Source: an optimization exercise on an open RTL-to-GDS flow (aim: small area and a short achievable clock period). Production flows keep margins and buffers that such runs may drop.
Only simulation tests tie the RTL to the original design; equivalence was not proved.
The clock port is modelled as an ideal driver; clocking choices that lean on that would not hold on a real chip.
Power and IR drop assume default switching activity.

### flow/design.v
`timescale 1ns / 1ps
module Pipelined(s0, s1, s2, s3, s4, s5, s6, s7, t0, t1, t2, t3, t4, t5, t6, t7, t8, t9, CurrentPC, Instruction, SwitchClk_10, reset);
	input SwitchClk_10, reset;
	input [31:0] Instruction;
	output [31:0] s0, s1, s2, s3, s4, s5, s6, s7, t0, t1, t2, t3, t4, t5, t6, t7, t8, t9;
	output [31:0] CurrentPC;
	wire clk = SwitchClk_10;
	reg [31:2] PC;
	reg [31:0] IFID_Instr;
	reg [31:0] IDEX_RD1, IDEX_RD2, IDEX_Imm;
	reg [4:0]  IDEX_Dest;
	reg        IDEX_RegWrite, IDEX_MemRead, IDEX_MemWrite, IDEX_Beq, IDEX_Bne, IDEX_Jump;
	reg        IDEX_FA, IDEX_FB, IDEX_UseRt, IDEX_BJ;
	reg        IDEX_Sub, IDEX_And, IDEX_Or, IDEX_Slt;
	reg [31:0] EXMEM_ALU, EXMEM_Data;
	reg [4:0]  EXMEM_Dest;
	reg        EXMEM_RegWrite, EXMEM_MemRead, EXMEM_MemWrite, EXMEM_Taken;
	assign CurrentPC = {PC, 2'b00};
	wire taken = EXMEM_Taken;
	wire [4:0] maddr = EXMEM_ALU[6:2];
	wire [31:0] dmem [0:31];
	wire [31:0] rf [0:31];
	assign rf[0] = 32'd0;
	genvar g;
	generate
		for (g = 0; g < 32; g = g + 1) begin : words
			reg [31:0] m;
			always @(posedge clk, posedge reset) begin
				if (reset) m <= 0;
				else if (EXMEM_MemWrite && maddr == g) m <= EXMEM_Data;
			end
			assign dmem[g] = m;
		end
	endgenerate
	wire [31:0] MemData = dmem[maddr];
	wire [31:0] WD = EXMEM_MemRead ? MemData : EXMEM_ALU;
	generate
		for (g = 1; g < 32; g = g + 1) begin : regs
			reg [31:0] r;
			always @(posedge clk, posedge reset) begin
				if (reset) r <= 0;
				else if (EXMEM_RegWrite && EXMEM_Dest == g) r <= WD;
			end
			assign rf[g] = r;
		end
	endgenerate
	assign t0 = rf[8];  assign t1 = rf[9];  assign t2 = rf[10]; assign t3 = rf[11];
	assign t4 = rf[12]; assign t5 = rf[13]; assign t6 = rf[14]; assign t7 = rf[15];
	assign s0 = rf[16]; assign s1 = rf[17]; assign s2 = rf[18]; assign s3 = rf[19];
	assign s4 = rf[20]; assign s5 = rf[21]; assign s6 = rf[22]; assign s7 = rf[23];
	assign t8 = rf[24]; assign t9 = rf[25];
	wire [5:0] op = IFID_Instr[31:26];
	wire [4:0] rs = IFID_Instr[25:21];
	wire [4:0] rt = IFID_Instr[20:16];
	wire [4:0] rd = IFID_Instr[15:11];
	wire [5:0] fn = IFID_Instr[5:0];
	wire [15:0] imm = IFID_Instr[15:0];
	wire isR   = op == 6'h00;
	wire isJ   = op == 6'h02;
	wire isBeq = op == 6'h04;
	wire isBne = op == 6'h05;
	wire isAndi = op == 6'h0c;
	wire isLw  = op == 6'h23;
	wire isSw  = op == 6'h2b;
	wire [4:0] dest = isR ? rd : rt;
	wire regWrite = !(isBeq || isBne || isJ || isSw) && dest != 0;
	wire useRt = isR || isBeq || isBne;
	wire stall = IDEX_MemRead && ((!isJ && rs == IDEX_Dest) || (useRt && rt == IDEX_Dest));
	wire fwdMemRs = EXMEM_RegWrite && EXMEM_Dest == rs;
	wire fwdMemRt = EXMEM_RegWrite && EXMEM_Dest == rt;
	wire [31:0] RD1 = fwdMemRs ? WD : rf[rs];
	wire [31:0] RD2 = fwdMemRt ? WD : rf[rt];
	wire [31:2] brTarget = PC + {{14{imm[15]}}, imm};
	wire [31:0] immOut = isJ ? {PC[23:20], IFID_Instr[25:0], 2'b00} :
	                     (isBeq || isBne) ? {brTarget, 2'b00} :
	                     isAndi ? {16'd0, imm} : {{16{imm[15]}}, imm};
	wire kill = stall || taken;
	always @(posedge clk, posedge reset) begin
		if (reset) begin
			IDEX_RegWrite <= 0; IDEX_MemRead <= 0; IDEX_MemWrite <= 0;
			IDEX_Beq <= 0; IDEX_Bne <= 0; IDEX_Jump <= 0;
		end else if (kill) begin
			IDEX_RegWrite <= 0; IDEX_MemRead <= 0; IDEX_MemWrite <= 0;
			IDEX_Beq <= 0; IDEX_Bne <= 0; IDEX_Jump <= 0;
		end else begin
			IDEX_RegWrite <= regWrite; IDEX_MemRead <= isLw; IDEX_MemWrite <= isSw;
			IDEX_Beq <= isBeq; IDEX_Bne <= isBne; IDEX_Jump <= isJ;
		end
	end
	always @(posedge clk) begin
		IDEX_RD1 <= RD1;
		IDEX_RD2 <= RD2;
		IDEX_Imm <= immOut;
		IDEX_Dest <= dest;
		IDEX_FA <= IDEX_RegWrite && IDEX_Dest == rs;
		IDEX_FB <= IDEX_RegWrite && IDEX_Dest == rt;
		IDEX_UseRt <= useRt;
		IDEX_BJ <= isBeq || isBne || isJ;
		IDEX_Sub <= isR && fn[2:1] == 2'b01 && !fn[3];
		IDEX_Slt <= isR && fn[2:1] == 2'b01 && fn[3];
		IDEX_And <= isAndi || (isR && fn[2] && !fn[0]);
		IDEX_Or  <= isR && fn[2] && fn[0];
	end
	wire [31:0] A = IDEX_FA ? EXMEM_ALU : IDEX_RD1;
	wire [31:0] Breg = IDEX_FB ? EXMEM_ALU : IDEX_RD2;
	wire [31:0] B = IDEX_UseRt ? Breg : IDEX_Imm;
	wire subOp = IDEX_Sub || IDEX_Slt;
	wire [32:0] sum = {1'b0, A} + {1'b0, subOp ? ~B : B} + {32'd0, subOp};
	wire [31:0] ALU = IDEX_And ? (A & B) :
	                  IDEX_Or ? (A | B) :
	                  IDEX_Slt ? {31'd0, !sum[32]} : sum[31:0];
	wire eq = A == Breg;
	wire fwdC = IDEX_MemWrite && EXMEM_MemRead && EXMEM_RegWrite && EXMEM_Dest == IDEX_Dest;
	wire [31:0] data = fwdC ? WD : IDEX_BJ ? IDEX_Imm : Breg;
	always @(posedge clk, posedge reset) begin
		if (reset) begin
			EXMEM_RegWrite <= 0; EXMEM_MemRead <= 0; EXMEM_MemWrite <= 0; EXMEM_Taken <= 0;
		end else if (taken) begin
			EXMEM_RegWrite <= 0; EXMEM_MemRead <= 0; EXMEM_MemWrite <= 0; EXMEM_Taken <= 0;
		end else begin
			EXMEM_RegWrite <= IDEX_RegWrite; EXMEM_MemRead <= IDEX_MemRead; EXMEM_MemWrite <= IDEX_MemWrite;
			EXMEM_Taken <= IDEX_Jump || (IDEX_Beq && eq) || (IDEX_Bne && !eq);
		end
	end
	always @(posedge clk) begin
		EXMEM_ALU <= ALU;
		EXMEM_Data <= data;
		EXMEM_Dest <= IDEX_Dest;
	end
	always @(posedge clk, posedge reset) begin
		if (reset) begin
			PC <= 0;
			IFID_Instr <= 0;
		end else if (taken) begin
			PC <= EXMEM_Data[31:2];
			IFID_Instr <= 0;
		end else if (!stall) begin
			PC <= PC + 1'b1;
			IFID_Instr <= Instruction;
		end
	end
endmodule
### flow/run.sh
#!/bin/bash
# synth_recipe.tcl (not shown) runs the flow's synth.tcl, then flattens the netlist and writes it again
# the make line also repeats each setting of config.mk as NAME=value (left out here)
make -C /OpenROAD-flow-scripts/flow DESIGN_CONFIG=/design/flow/config.mk WORK_HOME=/design/flow/orfs CLKGATE_MAP_FILE= SYNTH_SCRIPT=/design/flow/synth_recipe.tcl finish
### flow/config.mk
export PLATFORM = sky130hd
export DESIGN_NAME = Pipelined
export DESIGN_NICKNAME = Pipelined
export VERILOG_FILES = /design/flow/design.v
export SDC_FILE = /design/flow/constraint.sdc
export NUM_CORES = 4
export LEC_CHECK = 0
export CAP_MARGIN = 20
export CORE_MARGIN = 2
export CORE_UTILIZATION = 30
export PLACE_DENSITY = 0.4
export SLEW_MARGIN = 20
### flow/constraint.sdc
create_clock -name core_clock -period 9.0 [get_ports {SwitchClk_10}]
set_input_delay 1.8000 -clock core_clock [delete_from_list [all_inputs] [get_ports {SwitchClk_10}]]
set_output_delay 1.8000 -clock core_clock [all_outputs]
set_load 0.01 [all_outputs]
==> results of run 1 <==
through the flow:
step | utilization, % | hold WS (ns) | cell area [um2] | setup WS [ns]
floorplan | - | 0.395 | 104000 | -21.80
global placement | 33.8 | 0.414 | 117000 | 3.43
detailed placement | 33.8 | 0.417 | 117000 | 3.41
CTS | 36.6 | 0.425 | 127000 | 3.40
global route | 36.6 | 0.440 | 127000 | 3.29
finish | 36.6 | 0.423 | 127000 | 3.41
layout by cell type (no fill, tap or decap), drive strengths merged, types with 47 or more instances in the layout:
master         netlist  final
dfrtp             2088   2088
mux2              1052   1052
nor2               709    709
nand2              677    677
clkdlybuf4s50        0    639
o21ai              639    639
a21oi              634    634
a22oi              573    573
clkbuf             640    423
a22o               418    418
a221oi             398    398
buf                264    337
nand3              193    193
nand4              190    190
dfxtp              178    178
nor3                89     89
xor2                84     84
mux2i               81     81
o22ai               78     78
a222oi              76     76
xnor2               76     76
ha                  66     66
inv                 49     59
and3                47     47
power by group through the flow:
stage | clock (mW) | sequential, mW | combinational, mW
final | 11.9 | 18.0 | 12.6
after floorplan | 0 | 15.7 | 5.55
after global routing | 12.5 | 18.0 | 13.4
after CTS | 12.1 | 17.7 | 12.5
after detailed placement | 0 | 17.9 | 12.4
after global placement | 0 | 17.9 | 12.3
synth_stat cells, types with 15 or more instances:
master	instances	area, um2
and3_1	47	294
nor2_1	707	2650
o32a_1	20	200
nor4_1	35	219
o21ai_1	28	140
o21a_1	15	113
a22o_1	418	3660
o211ai_1	45	338
o22ai_1	78	488
nand3_1	193	966
xor2_1	84	736
a221oi_1	398	3490
a21o_1	39	293
a21oi_1	622	3110
clkbuf_1	639	2400
mux2_2	1052	11800
nand2b_1	16	100
dfxtp_1	178	3560
nand2_1	677	2540
xnor2_1	76	666
nor3_1	88	440
a222oi_1	76	761
dfrtp_1	2088	52300
a22oi_1	573	4300
nand4_1	190	1190
buf_2	109	546
buf_1	146	548
ha_1	66	826
mux2i_1	77	771
inv_1	47	176
o21ai_0	611	3060
nor2b_1	25	156
sequential cells by signal, summed over array words and instances, names as in the netlist, 5 cells and up:
register / count
words.m: 1024
IDEX_RD2: 32
EXMEM_Data: 32
PC: 30
EXMEM_Dest: 5
EXMEM_ALU: 32
regs.r: 992
IDEX_Imm: 32
IDEX_Dest: 5
IDEX_RD1: 32
IFID_Instr: 32
layout make-up:
type                       instances  area [um2]  area share [%]
antenna                           15        37.5          0.0296
sequential                      2266       55800            44.1
inverter                          51         195           0.154
clock inverter                    80        1050           0.828
multi-input combinational       6410       46000            36.4
timing repair buffer             976        9260            7.31
clock buffer                     423        8480            6.70
tap                             4578        5730            4.52
critical path: cells and delay by family, from the launching register on:
kind / cells / cell delay, ns
AOI/OAI and AO/OA: 3 / 1.32
buffers and inverters: 2 / 0.59
DFF: 1 / 0.86
and+or+nand+nor: 5 / 2.58
layer usage:
| layer | track usage, % | vias up | part of all wire [%] |
|---|---|---|---|
| met4 | 19.7 | 22 | 7.2 |
| met1 | 42.1 | 47600 | 39 |
| li1 | - | 36700 | - |
| met2 | 52.8 | 5845 | 45 |
| met5 | 0 | - | 0.025 |
| met3 | 7.97 | 1929 | 8.7 |
final timing paths:
check	from	endpoint
max	EXMEM_ALU[3]$_DFF_P_	regs[4].r[22]$_DFFE_PP0P_
min	IDEX_Dest[1]$_DFF_P_	EXMEM_Dest[1]$_DFF_P_
max reg2reg	EXMEM_ALU[3]$_DFF_P_	regs[4].r[22]$_DFFE_PP0P_
min reg2reg	IDEX_Dest[1]$_DFF_P_	EXMEM_Dest[1]$_DFF_P_
max in group asynchronous	reset	EXMEM_MemRead$_DFF_PP0_
min in group asynchronous	reset	regs[4].r[27]$_DFFE_PP0P_
kinds of logic (layout without fill, tap and decap cells):
kind of cell	count (synthesis)	after routing
XOR/XNOR	160	160
multiplexers	1133	1133
other	1	17
flip-flops	2266	2266
adder cells (fa/ha/maj)	68	68
buffers and inverters	955	1530
AO/OA/AOI/OAI	3003	3003
AND/OR/NAND/NOR	2044	2044
==> impl_metrics.yaml, run 1 <==
clock_network:
  clkTransAtPathRegs_ns: 0.06
  cts.path.max_buffers: 4
  cts_sinks: 2266
  clock-root-buffer: "clkbuf_16"
  htree_num_levels: 5
  clk_latency_ns: 0.98
  postCtsSetupBuffers: 0
  cts_resized: 0
  cts_made_buffers: 280
  cts-hold-fix-buffers: 0
  cts_tree: "built"
synth:
  syn_inst: 9630
  synth_xor_area_share_pct: 1.34
  synth_top_family_by_area: "compound AO/OA/AOI/OAI gates"
  ys_async_sr_fraction_pct: 92.1
  synth_area_um2: 104000
  synth_compound_area_share_pct: 19.8
  ys_warn_count: 1
  muxShareOfSynthArea_pct: 12.2
  synth_edf_count: 0
  ys_seq_elements: 2266
  ys_seq_area_share_pct: 53.6
  ys.flop_type: "dfrtp_1"
  yosysUniqueCellTypes: 80
  syn_avg_cell_area_um2: 10.8
  synthAdderAreaFrac_pct: 0.831
  synth-simple-area-share_pct: 8.69
floorplanning:
  num_rows: 216
  io_pins: 642
  die_w_um: 593
  coreArea_um2: 346000
  die_h_um: 593
  dieArea_um2: 352000
  initial_core_util_pct: 30.1
power_and_ir_drop:
  p_seq_share_pct: 42.3
  p_int_mw: 24.9
  powerDensity_nw_per_um2: 336
  totalPowerFinal_mw: 42.6
  leakage_nw: 55.3
  pwr-share-comb_pct: 29.7
  p_switching_mw: 17.6
  pwr-share-clk_pct: 28.0
  p_sw_share_pct: 41.4
  vdd_drop_max_mv: 0.190
sta:
  fin_crit_ns: 5.59
  setup_viol: 0
  hold_viol: 0
  tightestPinTransition_ns: 1.23
  fin_skew_ns: 0.0824
  max-slew-margin-rel_pct: 18.2
  post-route-period-util_pct: 62.1
  fin_tns_setup_ns: 0
  fmax_mhz: 179
  slew_violations: 0
  rsz0062_at_grt: "false"
setup_path:
  crit_top_cell: "buf_4"
  worstPathMaxFanout: 34
  cp.required_ns: 9.80
  cp-end-kind: "flip-flop"
  setup.worst_path.start_class: "flip-flop"
  critical-path-max-stage-delay_ns: 0.91
  slowest_stage: "nor4_2"
  critical_path_arrival_ns: 6.38
  cp_cell_sequence: "nand2b_1 > nor2_4 > buf_4 > buf_4 > a22oi_1 > nand4_1 > nor4_2 > nor3_1 > a21oi_4 > o21ai_0"
  r2r.worst_path.cells: 10
  critical_path_class: "flip-flop to flip-flop"
  reg2reg_slack_ns: 3.41
global_route:
  grt_pass1_wl_um: 813000
  grt_pass1_vias: 90100
  grt_usage_pct: 33.6
  grt_max_degree: 157
  grt_antenna_before_repair: 37
  grt_overflow: 0
detailed_routing:
  vias_per_cell: 6.22
  dr_total_vias: 92100
  drc: 0
  firstDrtPassIters: 10
  ant_nets: 0
  wl_um: 606000
  drt-wirelength-per-cell_um: 40.9
  drt_iter0_drc: 12600
worst_hold_path:
  hold_path.class: "flip-flop to flip-flop"
  whs_path_depth: 0
run_status:
  status: "finished clean"
placed_design:
  dp_cells: 14300
  portBuffers: 639
  place_congestion: 0.946
  dp_hpwl_um: 390000
run:
  cap_violations: 0
final_layout:
  fin_cells: 14800
  final_nets: 10100
  areaGrowthSynthToFinish_pct: 21.5
  layout-drive-gt1-share_pct: 20.4
  fillCellCount: 34100
==> run 2, diff against run 1 <==
--- a/flow/design.v
+++ b/flow/design.v
@@ -23,22 +23,37 @@
 	assign rf[0] = 32'd0;
 	genvar g;
+	reg [31:0] dvalid;
 	generate
 		for (g = 0; g < 32; g = g + 1) begin : words
 			reg [31:0] m;
-			always @(posedge clk, posedge reset) begin
-				if (reset) m <= 0;
-				else if (EXMEM_MemWrite && maddr == g) m <= EXMEM_Data;
-			end
+			always @(posedge clk)
+				if (EXMEM_MemWrite && maddr == g) m <= EXMEM_Data;
+			always @(posedge clk, posedge reset)
+				if (reset) dvalid[g] <= 1'b0;
+				else if (EXMEM_MemWrite && maddr == g) dvalid[g] <= 1'b1;
 			assign dmem[g] = m;
 		end
 	endgenerate
-	wire [31:0] MemData = dmem[maddr];
+	wire [31:0] MemData = dvalid[maddr] ? dmem[maddr] : 32'd0;
 	wire [31:0] WD = EXMEM_MemRead ? MemData : EXMEM_ALU;
+	wire [31:0] rvalid;
+	assign rvalid[0] = 1'b1;
 	generate
 		for (g = 1; g < 32; g = g + 1) begin : regs
 			reg [31:0] r;
-			always @(posedge clk, posedge reset) begin
-				if (reset) r <= 0;
-				else if (EXMEM_RegWrite && EXMEM_Dest == g) r <= WD;
+			if (g >= 8 && g <= 25) begin : vis
+				always @(posedge clk, posedge reset) begin
+					if (reset) r <= 0;
+					else if (EXMEM_RegWrite && EXMEM_Dest == g) r <= WD;
+				end
+				assign rvalid[g] = 1'b1;
+			end else begin : hid
+				reg v;
+				always @(posedge clk)
+					if (EXMEM_RegWrite && EXMEM_Dest == g) r <= WD;
+				always @(posedge clk, posedge reset)
+					if (reset) v <= 1'b0;
+					else if (EXMEM_RegWrite && EXMEM_Dest == g) v <= 1'b1;
+				assign rvalid[g] = v;
 			end
 			assign rf[g] = r;
@@ -69,6 +84,6 @@
 	wire fwdMemRs = EXMEM_RegWrite && EXMEM_Dest == rs;
 	wire fwdMemRt = EXMEM_RegWrite && EXMEM_Dest == rt;
-	wire [31:0] RD1 = fwdMemRs ? WD : rf[rs];
-	wire [31:0] RD2 = fwdMemRt ? WD : rf[rt];
+	wire [31:0] RD1 = fwdMemRs ? WD : rvalid[rs] ? rf[rs] : 32'd0;
+	wire [31:0] RD2 = fwdMemRt ? WD : rvalid[rt] ? rf[rt] : 32'd0;
 	wire [31:2] brTarget = PC + {{14{imm[15]}}, imm};
 	wire [31:0] immOut = isJ ? {PC[23:20], IFID_Instr[25:0], 2'b00} :
@@ -106,5 +121,6 @@
 	wire [31:0] B = IDEX_UseRt ? Breg : IDEX_Imm;
 	wire subOp = IDEX_Sub || IDEX_Slt;
-	wire [32:0] sum = {1'b0, A} + {1'b0, subOp ? ~B : B} + {32'd0, subOp};
+	wire [33:0] sum2 = {1'b0, A, 1'b1} + {1'b0, subOp ? ~B : B, subOp};
+	wire [32:0] sum = sum2[33:1];
 	wire [31:0] ALU = IDEX_And ? (A & B) :
 	                  IDEX_Or ? (A | B) :
--- a/flow/config.mk
+++ b/flow/config.mk
@@ -10,3 +10,4 @@
 export CORE_UTILIZATION = 30
 export PLACE_DENSITY = 0.4
+export SETUP_SLACK_MARGIN = 5
 export SLEW_MARGIN = 20
==> impl_metrics.yaml, run 2 <==
clock_network:
  clk_latency_ns: 0.94
  clock-root-buffer: "clkbuf_16"
  cts_sinks: 2311
  cts_made_buffers: 274
  cts.path.max_buffers: 4
  htree_num_levels: 5
  cts_tree: "built"
  clkTransAtPathRegs_ns: 0.07
detailed_routing:
  vias_per_cell: 6.34
  dr_total_vias: 82300
  drt_iter0_drc: 13800
  wl_um: 578000
  firstDrtPassIters: 14
  drc: 0
  drt-wirelength-per-cell_um: 44.6
  ant_nets: 0
final_layout:
  fillCellCount: 31000
  largest_reg_flops: 1024
  final_nets: 8516
  reg_top3: "words.m (1024), regs.r (992)"
  top_register: "words.m"
  layout-drive-gt1-share_pct: 14.0
  fin_cells: 13000
  areaGrowthSynthToFinish_pct: 23.9
  final_common_cell: "edfxtp_1"
  layout_common_cells: "1440 x edfxtp_1, 742 x a22oi_1, 672 x dfrtp_1"
synth:
  yosysMostFrequentCell: "edfxtp_1"
  yosys-top-cells-area: "edfxtp_1 44%, dfrtp_1 18%, a22oi_1 5.7%"
  ys_async_sr_fraction_pct: 30.0
  synth_top_area_share_pct: 44.4
  ys_seq_area_share_pct: 65.9
  ys_seq_elements: 2311
  synth_common_cells: "1440 x edfxtp_1, 743 x a22oi_1, 693 x dfrtp_1, 543 x nor2_1, 510 x nand2_1"
  synth_largest_area_cell: "edfxtp_1"
  yosysUniqueCellTypes: 89
  synth_edf_count: 1440
  synth_area_um2: 97300
  ys_warn_count: 1
  syn_avg_cell_area_um2: 12.6
  ys.flop_type: "edfxtp_1"
  syn_inst: 7728
power_and_ir_drop:
  vdd_drop_max_mv: 0.162
  leakage_nw: 42.8
  powerDensity_nw_per_um2: 340
setup_path:
  cp.required_ns: 9.73
  crit_top_cell: "buf_4"
  critical_path_arrival_ns: 4.94
  cp-end-kind: "flip-flop"
  critical_path_class: "flip-flop to flip-flop"
  worstPathMaxFanout: 27
  slowest_stage: "nor3_1"
  critical-path-max-stage-delay_ns: 0.86
  cp_cell_sequence: "buf_4 > nand2_1 > nor2_4 > buf_4 > a22o_1 > a221oi_1 > nand4_1 > nor3_1 > o22ai_1"
  setup.worst_path.start_class: "flip-flop"
sta:
  slew_violations: 0
  fmax_mhz: 238
  setup_viol: 0
  fin_skew_ns: 0.0647
  fin_crit_ns: 4.21
  post-route-period-util_pct: 46.7
  rsz0062_at_grt: "true"
  tightestPinTransition_ns: 1.39
  timing.final.ws_setup_ns: 4.79
  hold_viol: 0
  max-slew-margin-rel_pct: 6.72
placed_design:
  dp_slack_ns: 3.64
  dp_cells: 12400
  portBuffers: 639
  dp_hpwl_um: 369000
  place_congestion: 0.948
floorplanning:
  io_pins: 642
  die_h_um: 573
  dieArea_um2: 329000
  initial_core_util_pct: 30.1
  coreArea_um2: 323000
  die_w_um: 573
  num_rows: 209
global_route:
  grt_pass1_vias: 77100
  grt_usage_pct: 33.9
  grt_pass1_wl_um: 757000
  grt_max_degree: 155
  grt_overflow: 0
  grt_antenna_before_repair: 35
worst_hold_path:
  hold_path.class: "flip-flop to flip-flop"
run:
  cap_violations: 0
run_status:
  status: "finished clean"
-- run 2: changes by cell type after synthesis, moves of 164 or more --
cell,change
edfxtp_1,+1440
dfrtp_1,-1395
mux2_2,-1034
clkbuf_1,-248
o21ai_0,-193
a21oi_1,-190
a22oi_1,+170
nand2_1,-167
nor2_1,-164
-- run 2: kinds of logic (layout without fill, tap and decap cells) --
family                     Yosys count  count (layout)  share of synthesized area, %
DFF                               2311            2311                          65.9
and+or+nand+nor                   1785            1785                          8.48
AOI/OAI and AO/OA                 2621            2622                          19.1
xor gates and xnor gates           155             155                          1.40
other                                1              21                       0.00385
muxes                              109             109                          1.32
buffers and inverters              682            1587                          2.92
adders and majority gates           64              64                         0.828
-- run 2: worst paths after layout --
| path | from | to | slack [ns] | cells after the start |
|---|---|---|---|---|
| worst max-delay path | IFID_Instr[17]$_DFFE_PP0P_ | IDEX_RD2[29]$_DFF_P_ | 4.79 | 9 |
| worst min-delay path | IDEX_Dest[3]$_DFF_P_ | EXMEM_Dest[3]$_DFF_P_ | 0.45 | 0 |
| worst max register to register | IFID_Instr[17]$_DFFE_PP0P_ | IDEX_RD2[29]$_DFF_P_ | 4.79 | 9 |
| worst min register to register | IDEX_Dest[3]$_DFF_P_ | EXMEM_Dest[3]$_DFF_P_ | 0.45 | 0 |
| max in group asynchronous | reset | regs[17].r[5]$_DFFE_PP0P_ | 5.73 | 4 |
| min in group asynchronous | reset | regs[24].r[12]$_DFFE_PP0P_ | 1.31 | 2 |
-- run 2: per-stage QoR --
stage                     cell area, um2  setup TNS (ns)  utilization, %  hold slack, ns  power [mW]
after detailed placement          110000               0            34.0           0.441        28.9
after CTS                         120000               0            37.0           0.453        40.4
after global placement            110000               0            34.0           0.437        28.9
after global routing              120000               0            37.2           0.452        42.0
final                             120000               0            37.2           0.449        41.0
after floorplan                    97300        -1582.86               -           0.395        20.3
-- run 2: worst max-delay path, delay by kind of cell, from the launching register on --
family	cells	cell delay, ns
DFF	1	0.45
and+or+nand+nor	4	1.87
buffers and inverters	2	0.65
AOI/OAI and AO/OA	3	0.83
-- run 2: per-layer routing --
| metal | GRT usage, % | share of wire (%) | vias up |
|---|---|---|---|
| met4 | 14.6 | 5.2 | 14 |
| met1 | 44.1 | 40 | 42700 |
| li1 | - | - | 31700 |
| met2 | 53.0 | 45 | 6186 |
| met5 | 0 | 0.021 | - |
| met3 | 9.29 | 10 | 1619 |
-- run 2: final cells by class --
cell class | count | area (um2) | area share, %
antenna | 19 | 47.5 | 0.0395
tap | 4325 | 5410 | 4.49
clock buffer | 364 | 7600 | 6.31
multi-input combinational | 4737 | 32000 | 26.6
sequential | 2311 | 64200 | 53.3
timing repair inverter | 13 | 92.6 | 0.0768
timing repair buffer | 997 | 9440 | 7.83
clock inverter | 128 | 1330 | 1.10
inverter | 85 | 372 | 0.308
-- run 2: power by group --
part | switching, mW | internal (mW) | leakage (nW)
registers | 3.65 | 13.6 | 23.0
clock network | 4.75 | 6.55 | 4.37
logic | 7.70 | 4.68 | 15.4
-- run 2: repair_timing --
action / CTS / global route
gates resized for setup: 131 / 111
buffers inserted: 34 / 18
cloned: 6 / 9
hold buffers: 0 / 0
endpoints found under the setup margin: 1392 / 367
pin swaps: 19 / 18
==> run 3, diff against run 2 <==
==> flow/flow/run.sh (new file) <==
#!/bin/bash
# Own layout flow: the standard ORFS flow (standard.sh, unchanged synthesis),
# with a few extra optimisation knobs passed through the environment:
#  - ports are buffered with a small plain buffer instead of the delay buffer
#    OpenROAD picks by default (every port still gets its own buffer)
set -euo pipefail
export BUFFER_PORTS_ARGS="-buffer_cell sky130_fd_sc_hd__buf_2"
export SETUP_SLACK_MARGIN=${FLOW_FLOW_MARGIN:-5.6}
bash standard.sh finish > flow_standard.log 2>&1
==> flow/standard.sh (new file) <==
#!/bin/bash
# synth_recipe.tcl (not shown) runs the flow's synth.tcl, then flattens the netlist and writes it again
# the make line also repeats each setting of config.mk as NAME=value (left out here)
make -C /OpenROAD-flow-scripts/flow DESIGN_CONFIG=/design/flow/config.mk WORK_HOME=/design/flow/orfs CLKGATE_MAP_FILE= SYNTH_SCRIPT=/design/flow/synth_recipe.tcl "${@:-finish}"
--- a/flow/config.mk
+++ b/flow/config.mk
@@ -9,5 +9,6 @@
 export CORE_MARGIN = 2
 export CORE_UTILIZATION = 30
+export CTS_CLUSTER_DIAMETER = 100
+export CTS_CLUSTER_SIZE = 24
 export PLACE_DENSITY = 0.4
-export SETUP_SLACK_MARGIN = 5
 export SLEW_MARGIN = 20
removed: flow/run.sh
==> impl_metrics.yaml, run 3 <==
setup_path:
  cp_cell_sequence: "buf_16 > mux2i_4 > nand2_1 > o21ai_2 > xor2_2 > ha_4 > buf_12 > o21ai_1 > nor3_2 > o2111ai_4 > nand3_2 > a41o_4 > a221oi_4 > o21a_1 > xnor2_1 > o2111a_1"
  worstPathMaxFanout: 8
  cp.required_ns: 9.82
  critical_path_arrival_ns: 4.57
  critical-path-max-stage-delay_ns: 0.45
  setup.worst_path.start_class: "flip-flop"
  slowest_stage: "dfxtp_4"
  cp-end-kind: "flip-flop"
  critical_path_class: "flip-flop to flip-flop"
floorplanning:
  initial_core_util_pct: 30.1
  die_h_um: 573
  io_pins: 642
  coreArea_um2: 323000
  die_w_um: 573
  num_rows: 209
  dieArea_um2: 329000
power_and_ir_drop:
  powerDensity_nw_per_um2: 327
  leakage_nw: 46.2
  totalPowerFinal_mw: 41.6
  vdd_drop_max_mv: 0.195
detailed_routing:
  vias_per_cell: 6.45
  drc: 0
  wl_um: 617000
  drt_iter0_drc: 14600
  firstDrtPassIters: 17
  ant_nets: 0
  drt-wirelength-per-cell_um: 45.8
  dr_total_vias: 86900
sta:
  tightestPinTransition_ns: 1.39
  max-slew-margin-rel_pct: 6.81
  post-route-period-util_pct: 41.7
  hold_viol: 0
  fin_skew_ns: 0.0662
  fin_tns_setup_ns: 0
  setup_viol: 0
  fin_crit_ns: 3.75
  rsz0062_at_grt: "true"
  slew_violations: 0
  fmax_mhz: 267
final_layout:
  final_core_util_pct: 39.3
  reg_top3: "words.m (1024), regs.r (992)"
  areaGrowthSynthToFinish_pct: 30.7
  top_register: "words.m"
  largest_reg_flops: 1024
  layout-drive-gt1-share_pct: 38.3
  final_common_cell: "edfxtp_1"
  fin_area_um2: 127000
  final_nets: 9144
  layout_common_cells: "1440 x edfxtp_1, 779 x buf_4, 676 x a22oi_1"
synth:
  syn_inst: 7728
  synth_area_um2: 97300
  synth_common_cells: "1440 x edfxtp_1, 743 x a22oi_1, 693 x dfrtp_1, 543 x nor2_1, 510 x nand2_1"
  yosysUniqueCellTypes: 89
  ys_seq_elements: 2311
  ys_warn_count: 1
  synth_largest_area_cell: "edfxtp_1"
  ys_seq_area_share_pct: 65.9
  yosysMostFrequentCell: "edfxtp_1"
  ys_async_sr_fraction_pct: 30.0
  synth_edf_count: 1440
  ys.flop_type: "edfxtp_1"
  yosys-top-cells-area: "edfxtp_1 44%, dfrtp_1 18%, a22oi_1 5.7%"
  synth_top_area_share_pct: 44.4
  syn_avg_cell_area_um2: 12.6
clock_network:
  cts.path.max_buffers: 4
  cts_sinks: 2311
  htree_num_levels: 3
  cts_made_buffers: 124
  cts_tree: "built"
  clk_latency_ns: 0.96
  clkTransAtPathRegs_ns: 0.10
  cts-hold-fix-buffers: 0
  clock-root-buffer: "clkbuf_16"
global_route:
  grt_usage_pct: 35.0
  grt_pass1_wl_um: 779000
  grt_pass1_vias: 77900
  grt_max_degree: 120
  grt_antenna_before_repair: 35
  grt_overflow: 0
run_status:
  status: "finished clean"
placed_design:
  portBuffers: 639
  placed_area_um2: 107000
  place_congestion: 0.951
  dp_hpwl_um: 364000
worst_hold_path:
  hold_path.class: "flip-flop to flip-flop"
run:
  cap_violations: 0
[run 3: cell counts after synthesis]
Identical to the previous run, type by type.
[run 3: worst max-delay path: cells and delay by family, from the launching register on]
kind                     cells  cell delay [ns]
XOR/XNOR                     2             0.29
AND/OR/NAND/NOR              3             0.35
multiplexers                 1             0.25
flip-flops                   1             0.45
buffers and inverters        2             0.35
adder cells (fa/ha/maj)      1             0.24
AO/OA/AOI/OAI                7             1.68
[run 3: metrics by stage]
| step | setup WS [ns] | cells | hold slack [ns] |
|---|---|---|---|
| 2_1_floorplan | -2.28 | 7729 | 0.395 |
| 3_3_place_gp | 3.67 | 12400 | 0.438 |
| 3_5_place_dp | 3.74 | 12400 | 0.438 |
| 4_1_cts | 5.19 | 13200 | 0.453 |
| 5_1_grt | 5.15 | 13500 | 0.449 |
| 6_report | 5.25 | 13500 | 0.435 |
[run 3: cell type report]
| class | count | area, um2 |
|---|---|---|
| sequential | 2311 | 64700 |
| antenna | 23 | 57.6 |
| clock inverter | 41 | 479 |
| multi-input combinational | 4740 | 35900 |
| inverter | 85 | 445 |
| timing repair inverter | 28 | 210 |
| fill | 30800 | 196000 |
| clock buffer | 172 | 3360 |
| timing repair buffer | 1757 | 16500 |
| tap | 4325 | 5410 |
[run 3: kinds of logic after synthesis]
logic type	after synthesis	share of synthesized area, %
AND/OR/NAND/NOR	1785	8.48
buffers and inverters	682	2.92
flip-flops	2311	65.9
XOR/XNOR	155	1.40
multiplexers	109	1.32
other	1	0.00385
adder cells (fa/ha/maj)	64	0.828
AO/OA/AOI/OAI	2621	19.1
[run 3: power breakdown]
group / total, mW / internal (mW) / switching, mW
combinational: 18.5 / 7.23 / 11.2
clock: 6.69 / 2.75 / 3.94
sequential: 16.4 / 13.8 / 2.67
total: 41.6 / 23.8 / 17.9
[run 3: path summary, 6_finish.rpt]
kind,start,endpoint,slack (ns),cells after the start
min reg2reg,IDEX_Dest[4]$_DFF_P_,EXMEM_Dest[4]$_DFF_P_,0.43,0
min,IDEX_Dest[4]$_DFF_P_,EXMEM_Dest[4]$_DFF_P_,0.43,0
min in group asynchronous,reset,regs[9].r[16]$_DFFE_PP0P_,1.01,2
max reg2reg,IDEX_FB$_DFF_P_,EXMEM_ALU[30]$_DFF_P_,5.25,16
max,IDEX_FB$_DFF_P_,EXMEM_ALU[30]$_DFF_P_,5.25,16
max in group asynchronous,reset,PC[9]$_DFFE_PP0P_,5.95,4
[run 3: timing repair]
item                                    4_1_cts  5_1_grt
hold endpoints to repair                      0        0
resized for setup                          1158     1089
cloned                                       63       66
pin swaps                                   135      398
buffers inserted                            517      222
endpoints found under the setup margin     2342     1090
[run 3: routing by layer]
layer | global-route usage [%] | vias to the layer above | routed length (um)
met2 | 53.7 | 6738 | 267000
met3 | 9.69 | 1800 | 70200
met5 | 0 | - | 301
met1 | 45.6 | 45400 | 240000
li1 | - | 32900 | -
met4 | 16.7 | 24 | 40200
==> run 4, diff against run 3 <==
--- a/flow/design.v
+++ b/flow/design.v
@@ -8,15 +8,15 @@
 	reg [31:2] PC;
 	reg [31:0] IFID_Instr;
-	reg [31:0] IDEX_RD1, IDEX_RD2, IDEX_Imm;
+	reg [31:0] IDEX_A, IDEX_B, IDEX_X;
 	reg [4:0]  IDEX_Dest;
 	reg        IDEX_RegWrite, IDEX_MemRead, IDEX_MemWrite, IDEX_Beq, IDEX_Bne, IDEX_Jump;
-	reg        IDEX_FA, IDEX_FB, IDEX_UseRt, IDEX_BJ;
-	reg        IDEX_Sub, IDEX_And, IDEX_Or, IDEX_Slt;
+	reg        IDEX_FA, IDEX_FBp, IDEX_FBn, IDEX_FX;
+	reg        IDEX_SubOp, IDEX_And, IDEX_Or, IDEX_Slt, IDEX_Logic;
 	reg [31:0] EXMEM_ALU, EXMEM_Data;
+	reg [31:0] EXMEM_AddrOH;	 
 	reg [4:0]  EXMEM_Dest;
 	reg        EXMEM_RegWrite, EXMEM_MemRead, EXMEM_MemWrite, EXMEM_Taken;
 	assign CurrentPC = {PC, 2'b00};
 	wire taken = EXMEM_Taken;
-	wire [4:0] maddr = EXMEM_ALU[6:2];
 	wire [31:0] dmem [0:31];
 	wire [31:0] rf [0:31];
@@ -28,12 +28,18 @@
 			reg [31:0] m;
 			always @(posedge clk)
-				if (EXMEM_MemWrite && maddr == g) m <= EXMEM_Data;
+				if (EXMEM_MemWrite && EXMEM_AddrOH[g]) m <= EXMEM_Data;
 			always @(posedge clk, posedge reset)
 				if (reset) dvalid[g] <= 1'b0;
-				else if (EXMEM_MemWrite && maddr == g) dvalid[g] <= 1'b1;
+				else if (EXMEM_MemWrite && EXMEM_AddrOH[g]) dvalid[g] <= 1'b1;
 			assign dmem[g] = m;
 		end
 	endgenerate
-	wire [31:0] MemData = dvalid[maddr] ? dmem[maddr] : 32'd0;
+	reg [31:0] MemData;
+	integer k;
+	always @* begin
+		MemData = 32'd0;
+		for (k = 0; k < 32; k = k + 1)
+			MemData = MemData | (dmem[k] & {32{EXMEM_AddrOH[k] & dvalid[k]}});
+	end
 	wire [31:0] WD = EXMEM_MemRead ? MemData : EXMEM_ALU;
 	wire [31:0] rvalid;
@@ -86,4 +92,6 @@
 	wire [31:0] RD1 = fwdMemRs ? WD : rvalid[rs] ? rf[rs] : 32'd0;
 	wire [31:0] RD2 = fwdMemRt ? WD : rvalid[rt] ? rf[rt] : 32'd0;
+	wire subOp = isR && fn[2:1] == 2'b01;
+	wire fwdExRt = IDEX_RegWrite && IDEX_Dest == rt;
 	wire [31:2] brTarget = PC + {{14{imm[15]}}, imm};
 	wire [31:0] immOut = isJ ? {PC[23:20], IFID_Instr[25:0], 2'b00} :
@@ -104,29 +112,30 @@
 	end
 	always @(posedge clk) begin
-		IDEX_RD1 <= RD1;
-		IDEX_RD2 <= RD2;
-		IDEX_Imm <= immOut;
+		IDEX_A <= RD1;
+		IDEX_B <= useRt ? (RD2 ^ {32{subOp}}) : immOut;
+		IDEX_X <= isSw ? RD2 : immOut;
 		IDEX_Dest <= dest;
 		IDEX_FA <= IDEX_RegWrite && IDEX_Dest == rs;
-		IDEX_FB <= IDEX_RegWrite && IDEX_Dest == rt;
-		IDEX_UseRt <= useRt;
-		IDEX_BJ <= isBeq || isBne || isJ;
-		IDEX_Sub <= isR && fn[2:1] == 2'b01 && !fn[3];
-		IDEX_Slt <= isR && fn[2:1] == 2'b01 && fn[3];
+		IDEX_FBp <= fwdExRt && useRt && !subOp;
+		IDEX_FBn <= fwdExRt && useRt && subOp;
+		IDEX_FX <= fwdExRt && isSw;
+		IDEX_SubOp <= subOp;
+		IDEX_Slt <= subOp && fn[3];
 		IDEX_And <= isAndi || (isR && fn[2] && !fn[0]);
 		IDEX_Or  <= isR && fn[2] && fn[0];
+		IDEX_Logic <= isAndi || (isR && fn[2]);
 	end
-	wire [31:0] A = IDEX_FA ? EXMEM_ALU : IDEX_RD1;
-	wire [31:0] Breg = IDEX_FB ? EXMEM_ALU : IDEX_RD2;
-	wire [31:0] B = IDEX_UseRt ? Breg : IDEX_Imm;
-	wire subOp = IDEX_Sub || IDEX_Slt;
-	wire [33:0] sum2 = {1'b0, A, 1'b1} + {1'b0, subOp ? ~B : B, subOp};
+	wire [31:0] A = IDEX_FA ? EXMEM_ALU : IDEX_A;
+	wire [31:0] B = ({32{IDEX_FBp}} & EXMEM_ALU) | ({32{IDEX_FBn}} & ~EXMEM_ALU) |
+	                ({32{!(IDEX_FBp || IDEX_FBn)}} & IDEX_B);
+	wire [33:0] sum2 = {1'b0, A, 1'b1} + {1'b0, B, IDEX_SubOp};
 	wire [32:0] sum = sum2[33:1];
-	wire [31:0] ALU = IDEX_And ? (A & B) :
-	                  IDEX_Or ? (A | B) :
+	wire [31:0] logicRes = IDEX_And ? (A & B) : (A | B);
+	wire [31:0] ALU = IDEX_Logic ? logicRes :
 	                  IDEX_Slt ? {31'd0, !sum[32]} : sum[31:0];
-	wire eq = A == Breg;
+	wire eq = A == B;	 
 	wire fwdC = IDEX_MemWrite && EXMEM_MemRead && EXMEM_RegWrite && EXMEM_Dest == IDEX_Dest;
-	wire [31:0] data = fwdC ? WD : IDEX_BJ ? IDEX_Imm : Breg;
+	wire [31:0] data = fwdC ? WD : IDEX_FX ? EXMEM_ALU : IDEX_X;
+	wire [4:0] addr = sum[6:2];	 
 	always @(posedge clk, posedge reset) begin
 		if (reset) begin
@@ -141,4 +150,5 @@
 	always @(posedge clk) begin
 		EXMEM_ALU <= ALU;
+		EXMEM_AddrOH <= 32'd1 << addr;
 		EXMEM_Data <= data;
 		EXMEM_Dest <= IDEX_Dest;
--- a/flow/flow/run.sh
+++ b/flow/flow/run.sh
@@ -6,4 +6,4 @@
 set -euo pipefail
 export BUFFER_PORTS_ARGS="-buffer_cell sky130_fd_sc_hd__buf_2"
-export SETUP_SLACK_MARGIN=${FLOW_FLOW_MARGIN:-5.6}
+export SETUP_SLACK_MARGIN=${FLOW_FLOW_MARGIN:-5.7}
 bash standard.sh finish > flow_standard.log 2>&1
==> impl_metrics.yaml, run 4 <==
clock_network:
  cts-hold-fix-buffers: 0
  cts_tree: "built"
  htree_num_levels: 4
  clk_latency_ns: 0.90
  cts_sinks: 2343
  cts.path.max_buffers: 4
  clkTransAtPathRegs_ns: 0.10
  cts_made_buffers: 135
  clock-root-buffer: "clkbuf_16"
synth:
  ys_async_sr_fraction_pct: 29.6
  synth_largest_area_cell: "edfxtp_1"
  synth_top_area_share_pct: 43.4
  synth_area_um2: 99600
  synth_edf_count: 1440
  yosys-top-cells-area: "edfxtp_1 43%, dfrtp_1 17%, a22oi_1 7.1%"
  ys_seq_elements: 2343
  ys.flop_type: "edfxtp_1"
  syn_inst: 7416
  yosysMostFrequentCell: "edfxtp_1"
  syn_avg_cell_area_um2: 13.4
  ys_warn_count: 1
  yosysUniqueCellTypes: 87
  ys_seq_area_share_pct: 65.0
  synth_common_cells: "1440 x edfxtp_1, 947 x a22oi_1, 693 x dfrtp_1, 585 x mux2_2, 481 x clkbuf_1"
final_layout:
  multi_input_area_um2: 35000
  areaGrowthSynthToFinish_pct: 25.2
  final_core_util_pct: 37.7
  fin_area_um2: 125000
  fillCellCount: 31800
  final_common_cell: "edfxtp_1"
  layout_common_cells: "1440 x edfxtp_1, 944 x buf_4, 922 x a22oi_1"
  top_register: "words.m"
  seq_area_um2: 65600
  reg_top3: "words.m (1024), regs.r (992)"
  final_nets: 8806
  largest_reg_flops: 1024
  layout-drive-gt1-share_pct: 40.5
global_route:
  grt_antenna_before_repair: 41
  grt_pass1_wl_um: 790000
  grt_overflow: 0
  grt_usage_pct: 34.9
  grt_max_degree: 128
  grt_pass1_vias: 79500
setup_path:
  setup.worst_path.start_class: "flip-flop"
  cp.required_ns: 9.68
  worstPathMaxFanout: 32
  critical_path_class: "flip-flop to flip-flop"
  cp_cell_sequence: "buf_4 > nor2b_1 > nand2_2 > nor2_4 > buf_4 > a22o_1 > a221oi_1 > nand4_1 > nor3_2 > o21ai_0"
  critical-path-max-stage-delay_ns: 0.84
  crit_top_cell: "buf_4"
  slowest_stage: "buf_4"
  cp-end-kind: "flip-flop"
  critical_path_arrival_ns: 4.09
sta:
  tightestPinTransition_ns: 1.21
  fin_skew_ns: 0.0815
  whs_ns: 0.440
  post-route-period-util_pct: 37.9
  timing.final.ws_setup_ns: 5.59
  rsz0062_at_grt: "true"
  hold_viol: 0
  fin_crit_ns: 3.41
  fin_tns_setup_ns: 0
  setup_viol: 0
  slew_violations: 0
  fmax_mhz: 293
  max-slew-margin-rel_pct: 19.4
detailed_routing:
  vias_per_cell: 6.29
  wl_um: 608000
  ant_nets: 0
  firstDrtPassIters: 10
  drc: 0
  drt_iter0_drc: 12600
  dr_total_vias: 82700
  drt-wirelength-per-cell_um: 46.2
floorplanning:
  num_rows: 211
  coreArea_um2: 331000
  initial_core_util_pct: 30.1
  die_h_um: 580
  die_w_um: 580
  io_pins: 642
  dieArea_um2: 337000
run:
  cap_violations: 0
placed_design:
  dp_slack_ns: 4.47
  portBuffers: 639
  dp_hpwl_um: 369000
  placed_area_um2: 109000
  place_congestion: 0.938
power_and_ir_drop:
  vdd_drop_max_mv: 0.224
  powerDensity_nw_per_um2: 298
  leakage_nw: 46.1
run_status:
  status: "finished clean"
worst_hold_path:
  hold_path.class: "flip-flop to flip-flop"
run 4: changes by cell type after synthesis, moves of 96 or more:
cell / before / now
a21oi_1: 432 / 152
a22o_1: 324 / 228
mux2_2: 18 / 585
a22oi_1: 743 / 947
o21ai_0: 418 / 181
nor2_1: 543 / 344
run 4: critical path, delay by kind of cell, from the launching register on:
family | cells | cell delay (ns)
buf+inv | 2 | 1.11
simple gates | 5 | 0.96
flops | 1 | 0.33
compound gates | 3 | 0.79
run 4: area by class of cell:
| class | count | area share [%] |
|---|---|---|
| timing repair buffer | 1696 | 11.2 |
| multi-input combinational | 4403 | 28.1 |
| antenna | 21 | 0.0421 |
| inverter | 97 | 0.301 |
| clock inverter | 47 | 0.407 |
| sequential | 2343 | 52.6 |
| clock buffer | 188 | 2.99 |
| tap | 4366 | 4.38 |
run 4: metrics by stage:
stage / power (mW) / cells
global placement: 26.0 / 12100
finish: 37.2 / 13200
CTS: 36.5 / 13100
floorplan: 19.2 / 7417
global route: 38.0 / 13100
detailed placement: 26.0 / 12100
run 4: logic make-up after synthesis:
group | after synthesis | synth area share [%]
AO/OA/AOI/OAI | 1989 | 15.0
XOR/XNOR | 136 | 1.20
adder cells (fa/ha/maj) | 96 | 1.22
buffers and inverters | 677 | 2.66
flip-flops | 2343 | 65.0
multiplexers | 697 | 7.78
other | 1 | 0.00376
AND/OR/NAND/NOR | 1477 | 7.07
run 4: repair_timing:
action,CTS,global route
buffers inserted,712,52
pin swaps,89,92
resized for setup,1217,199
cloned,10,4
setup endpoints to repair,1576,282
run 4: final timing paths:
check | to | from | slack (ns) | cells after the start
min in group asynchronous | regs[12].r[2]$_DFFE_PP0P_ | reset | 0.96 | 2
hold reg to reg | EXMEM_Dest[0]$_DFF_P_ | IDEX_Dest[0]$_DFF_P_ | 0.44 | 0
max in group asynchronous | regs[19].r[11]$_DFFE_PP0P_ | reset | 6.05 | 4
setup / recovery | IDEX_A[9]$_DFF_P_ | IFID_Instr[22]$_DFFE_PP0P_ | 5.59 | 10
setup reg to reg | IDEX_A[9]$_DFF_P_ | IFID_Instr[22]$_DFFE_PP0P_ | 5.59 | 10
hold / removal | EXMEM_Dest[0]$_DFF_P_ | IDEX_Dest[0]$_DFF_P_ | 0.44 | 0
run 4: where the power goes:
group | internal [mW] | total (mW) | leakage [nW] | switching, mW
Clock | 3.04 | 7.16 | 2.06 | 4.12
Sequential | 13.7 | 16.0 | 22.7 | 2.27
Combinational | 5.64 | 14.1 | 21.3 | 8.44
Total | 22.4 | 37.2 | 46.1 | 14.8
run 4: per-layer routing:
layer	vias up	share of wire, %	global-route usage [%]
li1	31500	-	-
met1	43600	39	44.8
met2	5874	44	53.4
met3	1696	9.2	8.38
met4	36	7.6	20.7
met5	-	0.057	0.0142
==> run 5, diff against run 4 <==
==> flow/flow/run.sh (replaced) <==
#!/bin/bash
# Own layout flow: the standard ORFS flow (standard.sh, unchanged synthesis
# and SDC), run in two parts with a few optimisation knobs set through the
# environment:
#  - ports are buffered with a plain buf_2 instead of the delay buffer OpenROAD
#    picks by default (every port still gets its own buffer)
set -euo pipefail
export BUFFER_PORTS_ARGS="-buffer_cell sky130_fd_sc_hd__buf_2"
export SETUP_SLACK_MARGIN=5.6
bash standard.sh cts > flow_to_cts.log 2>&1
export SETUP_SLACK_MARGIN=4.8
bash standard.sh finish > flow_to_finish.log 2>&1
==> impl_metrics.yaml, run 5 <==
final_layout:
  layout-drive-gt1-share_pct: 32.3
  largest_reg_flops: 1024
  top_register: "words.m"
  layout_common_cells: "1440 x edfxtp_1, 926 x a22oi_1, 609 x buf_2"
  final_nets: 8186
  fin_cells: 12500
  reg_top3: "words.m (1024), regs.r (992)"
  final_common_cell: "edfxtp_1"
  fin_area_um2: 117000
  areaGrowthSynthToFinish_pct: 17.1
worst_hold_path:
  whs_path_depth: 0
  hp-start: "IDEX_Dest[2]$_DFF_P_"
  hold-path-endpoint: "EXMEM_Dest[2]$_DFF_P_"
  hold_path.class: "flip-flop to flip-flop"
clock_network:
  cts_tree: "built"
  clk_latency_ns: 0.91
  cts_made_buffers: 134
  clock-root-buffer: "clkbuf_16"
  htree_num_levels: 4
  cts_sinks: 2343
  clkTransAtPathRegs_ns: 0.10
  cts-hold-fix-buffers: 0
  cts.path.max_buffers: 4
setup_path:
  setup.worst_path.start_class: "flip-flop"
  worstPathMaxFanout: 25
  cp.required_ns: 9.69
  r2r_start: "IFID_Instr[21]$_DFFE_PP0P_"
  critical_path_arrival_ns: 4.37
  r2r_end: "IDEX_A[17]$_DFF_P_"
  cp-end-kind: "flip-flop"
  reg2reg_slack_ns: 5.32
  critical_path_class: "flip-flop to flip-flop"
  r2r.worst_path.cells: 10
synth:
  synth_common_cells: "1440 x edfxtp_1, 947 x a22oi_1, 693 x dfrtp_1, 585 x mux2_2, 481 x clkbuf_1"
  ys_async_sr_fraction_pct: 29.6
  yosys-top-cells-area: "edfxtp_1 43%, dfrtp_1 17%, a22oi_1 7.1%"
  syn_inst: 7416
  synth_area_um2: 99600
  ys_seq_elements: 2343
  yosysUniqueCellTypes: 87
  ys.flop_type: "edfxtp_1"
  synth_top_area_share_pct: 43.4
  synth_largest_area_cell: "edfxtp_1"
  synth_edf_count: 1440
  ys_warn_count: 1
  ys_seq_area_share_pct: 65.0
  syn_avg_cell_area_um2: 13.4
  yosysMostFrequentCell: "edfxtp_1"
detailed_routing:
  dr_total_vias: 80300
  vias_per_cell: 6.41
  wl_um: 591000
  drt-wirelength-per-cell_um: 47.1
  drt_iter0_drc: 13300
  ant_nets: 0
  drc: 0
  firstDrtPassIters: 10
placed_design:
  placed_area_um2: 109000
  dp_slack_ns: 4.66
  dp_cells: 12100
  portBuffers: 639
  dp_hpwl_um: 363000
  place_congestion: 0.949
sta:
  post-route-period-util_pct: 40.9
  fin_skew_ns: 0.0783
  rsz0062_at_grt: "false"
  fin_crit_ns: 3.68
  slew_violations: 0
  tightestPinTransition_ns: 1.23
  whs_ns: 0.443
  setup_viol: 0
  fmax_mhz: 272
  hold_viol: 0
  timing.final.ws_setup_ns: 5.32
  max-slew-margin-rel_pct: 17.8
global_route:
  grt_pass1_vias: 76500
  grt_max_degree: 152
  grt_antenna_before_repair: 38
  grt_pass1_wl_um: 768000
  grt_overflow: 0
  grt_usage_pct: 33.9
power_and_ir_drop:
  leakage_nw: 42.4
  pwr-share-clk_pct: 20.8
  vdd_drop_max_mv: 0.200
  p_int_mw: 20.0
  p_sw_share_pct: 41.1
  pwr-share-comb_pct: 28.1
  powerDensity_nw_per_um2: 291
  p_switching_mw: 14.0
  p_seq_share_pct: 51.1
run:
  cap_violations: 0
floorplanning:
  die_w_um: 580
  io_pins: 642
  die_h_um: 580
  num_rows: 211
  initial_core_util_pct: 30.1
  dieArea_um2: 337000
  coreArea_um2: 331000
run_status:
  status: "finished clean"
run 5: cell counts after synthesis:
Identical to the previous run, type by type.
run 5: layer usage:
| metal | track usage (%) | wire length [um] | part of all wire, % |
|---|---|---|---|
| met1 | 44.0 | 234000 | 40 |
| met2 | 52.4 | 261000 | 44 |
| met3 | 7.67 | 54600 | 9.2 |
| met4 | 18.6 | 40800 | 6.9 |
| met5 | 0 | 195 | 0.033 |
run 5: logic make-up after synthesis:
logic type      Yosys count  share of synthesized area (%)
buf+inv                 677                           2.66
other cells               1                        0.00376
compound gates         1989                           15.0
mux                     697                           7.78
xor+xnor                136                           1.20
simple gates           1477                           7.07
fa+ha+maj                96                           1.22
flops                  2343                           65.0
run 5: power by group through the flow:
stage / Combinational, mW / Sequential, mW / Clock [mW]
after global placement: 8.22 / 17.6 / 0
after CTS: 9.42 / 17.2 / 7.14
after global routing: 9.94 / 17.3 / 7.46
after detailed placement: 8.27 / 17.6 / 0
final: 9.53 / 17.4 / 7.06
after floorplan: 3.59 / 15.6 / 0
run 5: cell type report:
type | instances | area, um2
Multi-Input combinational cell | 4403 | 34200
Antenna cell | 20 | 50.0
Clock inverter | 44 | 462
Fill cell | 32400 | 214000
Inverter | 97 | 372
Clock buffer | 179 | 3640
Sequential cell | 2343 | 65300
Tap cell | 4366 | 5460
Timing Repair Buffer | 1077 | 7170
run 5: stage by stage:
step | setup TNS, ns | utilization (%) | total power, mW
2_1_floorplan | -1582.86 | - | 19.2
3_3_place_gp | 0 | 33.1 | 25.9
3_5_place_dp | 0 | 33.1 | 25.9
4_1_cts | 0 | 35.3 | 33.7
5_1_grt | 0 | 35.3 | 34.7
6_report | 0 | 35.3 | 33.9
run 5: worst max-delay path: stages (launching register included):
cell	delay, ns
dfrtp_1	0.35
buf_4	0.28
nor2b_1	0.27
nand2_1	0.33
nor2_4	0.59
buf_6	0.57
a22o_1	0.24
a221oi_1	0.07
nand4_1	0.15
nor3_1	0.09
o21ai_1	0.50
run 5: repair_timing:
item | CTS | global route
setup buffers | 163 | 0
gates resized for setup | 657 | 0
setup endpoints to repair | 1023 | 0
hold endpoints to repair | 0 | 0
run 5: worst max path at each step:
stage | startpoint | end
final | IFID_Instr[21]$_DFFE_PP0P_ | IDEX_A[17]$_DFF_P_
after floorplan | reset | EXMEM_MemRead$_DFF_PP0_
after global routing | IFID_Instr[19]$_DFFE_PP0P_ | IDEX_B[9]$_DFF_P_
after detailed placement | IFID_Instr[16]$_DFFE_PP0P_ | IDEX_B[9]$_DFF_P_
after global placement | dvalid[7]$_DFFE_PP0P_ | IDEX_B[11]$_DFF_P_
after CTS | IFID_Instr[19]$_DFFE_PP0P_ | IDEX_B[9]$_DFF_P_
==> run 6, diff against run 5 <==
--- a/flow/config.mk
+++ b/flow/config.mk
@@ -8,7 +8,7 @@
 export CAP_MARGIN = 20
 export CORE_MARGIN = 2
-export CORE_UTILIZATION = 30
+export CORE_UTILIZATION = 42
 export CTS_CLUSTER_DIAMETER = 100
 export CTS_CLUSTER_SIZE = 24
-export PLACE_DENSITY = 0.4
+export PLACE_DENSITY = 0.52
 export SLEW_MARGIN = 20
==> impl_metrics.yaml, run 6 <==
synth:
  synth_top_area_share_pct: 43.4
  syn_inst: 7416
  ys.flop_type: "edfxtp_1"
  synth_largest_area_cell: "edfxtp_1"
  synth_common_cells: "1440 x edfxtp_1, 947 x a22oi_1, 693 x dfrtp_1, 585 x mux2_2, 481 x clkbuf_1"
  synth_xor_area_share_pct: 1.20
  ys_warn_count: 1
  yosysUniqueCellTypes: 87
  yosys-top-cells-area: "edfxtp_1 43%, dfrtp_1 17%, a22oi_1 7.1%"
  yosysMostFrequentCell: "edfxtp_1"
  synth_compound_area_share_pct: 15.0
  synth_edf_count: 1440
  synth-simple-area-share_pct: 7.07
  synthAdderAreaFrac_pct: 1.22
  ys_async_sr_fraction_pct: 29.6
  ys_seq_area_share_pct: 65.0
  synth_area_um2: 99600
  ys_seq_elements: 2343
  syn_avg_cell_area_um2: 13.4
  synth_top_family_by_area: "compound AO/OA/AOI/OAI gates"
  muxShareOfSynthArea_pct: 7.78
power_and_ir_drop:
  leakage_nw: 41.7
  totalPowerFinal_mw: 32.6
  pwr-share-clk_pct: 19.8
  p_switching_mw: 13.3
  powerDensity_nw_per_um2: 288
  p_sw_share_pct: 40.9
  p_seq_share_pct: 53.2
  pwr-share-comb_pct: 27.0
  vdd_drop_max_mv: 0.191
  p_int_mw: 19.3
detailed_routing:
  dr_total_vias: 81200
  drt-wirelength-per-cell_um: 48.0
  vias_per_cell: 7.26
  wl_um: 537000
  ant_nets: 0
  firstDrtPassIters: 14
  drt_iter0_drc: 15100
  drc: 0
final_layout:
  fin_cells: 11200
  final_nets: 8047
  top_register: "words.m"
  areaGrowthSynthToFinish_pct: 13.8
  layout-drive-gt1-share_pct: 28.8
  final_core_util_pct: 48.1
  largest_reg_flops: 1024
  reg_top3: "words.m (1024), regs.r (992)"
  final_common_cell: "edfxtp_1"
  layout_common_cells: "1440 x edfxtp_1, 937 x a22oi_1, 615 x buf_2"
  fillCellCount: 21000
global_route:
  grt_antenna_before_repair: 37
  grt_pass1_wl_um: 709000
  grt_overflow: 0
  grt_pass1_vias: 76300
  grt_usage_pct: 43.2
  grt_max_degree: 169
sta:
  fmax_mhz: 254
  tightestPinTransition_ns: 1.22
  timing.final.ws_setup_ns: 5.06
  post-route-period-util_pct: 43.8
  rsz0062_at_grt: "false"
  setup_viol: 0
  fin_skew_ns: 0.0626
  max-slew-margin-rel_pct: 17.8
  whs_ns: 0.428
  slew_violations: 0
  fin_crit_ns: 3.94
  hold_viol: 0
placed_design:
  dp_cells: 10900
  place_congestion: 0.968
  dp_slack_ns: 4.55
  dp_hpwl_um: 327000
  portBuffers: 639
setup_path:
  critical_path_class: "flip-flop to flip-flop"
  r2r.worst_path.cells: 11
  worstPathMaxFanout: 17
  setup.worst_path.start_class: "flip-flop"
  critical_path_arrival_ns: 4.69
  cp-end-kind: "flip-flop"
  cp.required_ns: 9.75
clock_network:
  cts_made_buffers: 116
  clkTransAtPathRegs_ns: 0.11
  clock-root-buffer: "clkbuf_16"
  cts_sinks: 2343
  htree_num_levels: 3
  clk_latency_ns: 0.90
  cts_tree: "built"
  cts-hold-fix-buffers: 0
  cts.path.max_buffers: 3
floorplanning:
  coreArea_um2: 236000
  num_rows: 178
  io_pins: 642
  dieArea_um2: 241000
  die_h_um: 491
  initial_core_util_pct: 42.3
  die_w_um: 491
run_status:
  status: "finished clean"
worst_hold_path:
  whs_path_depth: 0
  hold_path.class: "flip-flop to flip-flop"
run:
  cap_violations: 0
-- run 6: repair_timing --
| action | in CTS | in global routing |
|---|---|---|
| buffers inserted | 79 | 0 |
| endpoints found under the setup margin | 799 | 0 |
| resized for setup | 453 | 0 |
-- run 6: layout make-up --
cell class	count	area [um2]	share of cell area [%]
sequential	2343	65100	57.5
clock buffer	193	3270	2.88
inverter	97	375	0.331
clock inverter	26	392	0.346
tap	3150	3940	3.48
multi-input combinational	4403	34100	30.1
timing repair buffer	956	6070	5.35
antenna	19	47.5	0.0419
-- run 6: logic make-up after synthesis --
logic type / after synthesis
muxes: 697
buffers and inverters: 677
AOI/OAI and AO/OA: 1989
other: 1
adders and majority gates: 96
and+or+nand+nor: 1477
DFF: 2343
xor gates and xnor gates: 136
-- run 6: worst paths after layout --
kind / to / startpoint / slack [ns]
worst min-delay path: EXMEM_Dest[2]$_DFF_P_ / IDEX_Dest[2]$_DFF_P_ / 0.43
max in group asynchronous: regs[23].r[16]$_DFFE_PP0P_ / reset / 6.09
worst max-delay path: IDEX_A[25]$_DFF_P_ / IFID_Instr[21]$_DFFE_PP0P_ / 5.06
min in group asynchronous: PC[2]$_DFFE_PP0P_ / reset / 0.86
worst max register to register: IDEX_A[25]$_DFF_P_ / IFID_Instr[21]$_DFFE_PP0P_ / 5.06
worst min register to register: EXMEM_Dest[2]$_DFF_P_ / IDEX_Dest[2]$_DFF_P_ / 0.43
-- run 6: critical path, cell delays in order, from the launching register on --
cell and delay (ns):
dfrtp_1 0.36, buf_4 0.31, or3_1 0.37, nor2_4 0.04
buf_4 0.31, buf_4 0.35, a22o_1 0.31, a221oi_1 0.22
nand4_1 0.14, nor3_2 0.92, buf_4 0.31, o21ai_0 0.08
-- run 6: power groups by stage --
stage / Clock, mW / Sequential, mW / Combinational [mW]
3_3_place_gp: 0 / 17.2 / 7.98
3_5_place_dp: 0 / 17.2 / 8.08
4_1_cts: 6.42 / 17.0 / 8.51
6_report: 6.47 / 17.3 / 8.79
2_1_floorplan: 0 / 15.6 / 3.59
5_1_grt: 6.79 / 17.2 / 9.08
-- run 6: routing by layer --
layer  GRT usage, %  part of all wire, %
met5          0.556                0.078
met4           26.7                  7.8
met3           13.5                   13
met2           61.4                   41
met1           57.3                   38
-- run 6: per-stage QoR --
step	TNS, ns	area, um2
6_report	0	113000
5_1_grt	0	113000
4_1_cts	0	113000
3_5_place_dp	0	108000
3_3_place_gp	0	108000
2_1_floorplan	-1582.86	99600
==> run 7, diff against run 6 <==
--- a/flow/flow/run.sh
+++ b/flow/flow/run.sh
@@ -7,6 +7,10 @@
 set -euo pipefail
 export BUFFER_PORTS_ARGS="-buffer_cell sky130_fd_sc_hd__buf_2"
-export SETUP_SLACK_MARGIN=5.6
+
+export SETUP_SLACK_MARGIN=5.65
 bash standard.sh cts > flow_to_cts.log 2>&1
-export SETUP_SLACK_MARGIN=4.8
+ws=$(sed -n 's/^worst slack max \([-0-9.]*\).*/\1/p' orfs/reports/*/Pipelined/base/4_cts_final.rpt | tail -1)
+m=$(awk -v w="${ws:-0}" 'BEGIN { m = w - 0.02; if (m > 5.65) m = 5.65; if (m < 0) m = 0; printf "%.2f", m }')
+echo "worst slack after CTS: ${ws:-unknown}; margin from global route on: $m" > flow_margin.log
+export SETUP_SLACK_MARGIN=$m
 bash standard.sh finish > flow_to_finish.log 2>&1
==> impl_metrics.yaml, run 7 <==
run_status:
  status: "finished clean"
setup_path:
  slowest_stage: "dfrtp_4"
  critical_path_class: "flip-flop to flip-flop"
  crit_top_cell: "buf_6"
  worstPathMaxFanout: 23
  critical_path_arrival_ns: 4.22
  r2r_start: "IFID_Instr[19]$_DFFE_PP0P_"
  startpoint: "IFID_Instr[19]$_DFFE_PP0P_"
  setup.worst_path.start_class: "flip-flop"
clock_network:
  clock-root-buffer: "clkbuf_16"
  cts-hold-fix-buffers: 0
  cts.path.max_buffers: 3
  clk_latency_ns: 0.88
  htree_num_levels: 3
placed_design:
  portBuffers: 639
  dp_slack_ns: 4.73
sta:
  max-slew-margin-rel_pct: 17.1
  fmax_mhz: 284
  setup_viol: 0
  timing.final.ws_setup_ns: 5.48
  rsz0062_at_grt: "true"
  fin_crit_ns: 3.52
synth:
  syn_avg_cell_area_um2: 13.4
  synth_largest_area_cell: "edfxtp_1"
  ys_warn_count: 1
  synth_area_um2: 99600
  yosysUniqueCellTypes: 87
  ys.flop_type: "edfxtp_1"
  synth_common_cells: "1440 x edfxtp_1, 947 x a22oi_1, 693 x dfrtp_1, 585 x mux2_2, 481 x clkbuf_1"
  ys_seq_elements: 2343
  syn_inst: 7416
final_layout:
  fillCellCount: 20800
  reg_top3: "words.m (1024), regs.r (992)"
floorplanning:
  io_pins: 642
  dieArea_um2: 241000
  initial_core_util_pct: 42.3
global_route:
  grt_usage_pct: 43.6
  grt_overflow: 0
power_and_ir_drop:
  vdd_drop_max_mv: 0.231
  p_sw_share_pct: 40.4
  p_int_mw: 20.0
  p_seq_share_pct: 50.6
  pwr-share-comb_pct: 30.6
detailed_routing:
  drc: 0
  ant_nets: 0
  dr_total_vias: 81800
  firstDrtPassIters: 14
  drt-wirelength-per-cell_um: 47.6
worst_hold_path:
  hold_path.class: "flip-flop to flip-flop"
run 7: cell counts after synthesis:
No cell type changed its count.
run 7: worst paths after layout:
| check | to | slack [ns] | cells after the start |
|---|---|---|---|
| max reg2reg | IDEX_X[18]$_DFF_P_ | 5.48 | 10 |
| min reg2reg | EXMEM_Dest[0]$_DFF_P_ | 0.43 | 0 |
| max | IDEX_X[18]$_DFF_P_ | 5.48 | 10 |
| min in group asynchronous | regs[17].r[3]$_DFFE_PP0P_ | 1.08 | 2 |
| min | EXMEM_Dest[0]$_DFF_P_ | 0.43 | 0 |
| max in group asynchronous | regs[10].r[25]$_DFFE_PP0P_ | 5.88 | 4 |
run 7: kinds of logic after synthesis:
logic type      count (synthesis)  share of synthesized area (%)
buf+inv                       677                           2.66
mux                           697                           7.78
compound gates               1989                           15.0
fa+ha+maj                      96                           1.22
other cells                     1                        0.00376
flops                        2343                           65.0
simple gates                 1477                           7.07
xor+xnor                      136                           1.20
run 7: cell type report:
cell class | count | area share [%]
Tap cell | 3150 | 3.39
Antenna cell | 20 | 0.0431
Clock inverter | 29 | 0.329
Timing Repair Buffer | 1192 | 7.24
Multi-Input combinational cell | 4402 | 29.6
Sequential cell | 2343 | 56.3
Clock buffer | 174 | 2.74
Inverter | 97 | 0.323
run 7: timing repair:
action / in CTS / in global routing
gates cloned: 9 / 1
endpoints found under the setup margin: 1024 / 89
setup buffers: 268 / 45
gates resized for setup: 697 / 134
hold endpoints to repair: 0 / 0
pin swaps: 60 / 43
run 7: power by group through the flow:
stage | Sequential, mW | Combinational [mW] | Clock [mW]
2_1_floorplan | 15.6 | 3.59 | 0
3_3_place_gp | 17.3 | 7.97 | 0
3_5_place_dp | 17.3 | 8.04 | 0
4_1_cts | 16.7 | 9.68 | 6.30
5_1_grt | 16.9 | 10.5 | 6.66
6_report | 17.0 | 10.2 | 6.32
run 7: routing by layer:
layer / GRT usage, % / vias up / share of wire [%]
li1: - / 30500 / -
met4: 30.5 / 22 / 9.2
met1: 54.5 / 42100 / 36
met5: 0.952 / - / 0.064
met2: 63.3 / 7156 / 42
met3: 14.8 / 2017 / 12
run 7: through the flow:
step | util (%) | total power [mW] | instances | cell area (um2) | hold WS, ns
6_report | 49.3 | 33.5 | 11400 | 116000 | 0.430
3_3_place_gp | 45.6 | 25.3 | 10900 | 107000 | 0.414
5_1_grt | 49.3 | 34.0 | 11400 | 116000 | 0.435
3_5_place_dp | 45.6 | 25.3 | 10900 | 107000 | 0.415
4_1_cts | 48.8 | 32.7 | 11300 | 115000 | 0.429
2_1_floorplan | - | 19.2 | 7417 | 99600 | 0.397

Re-timed with assumed drivers on the ports (clkbuf_16 on the clock, buf_2 on other inputs), run 7 has 5.414 ns of setup slack against 5.476 ns with ideal ports, and 5.023 ns once port delays also move by the mid clock arrival of 0.952 ns.
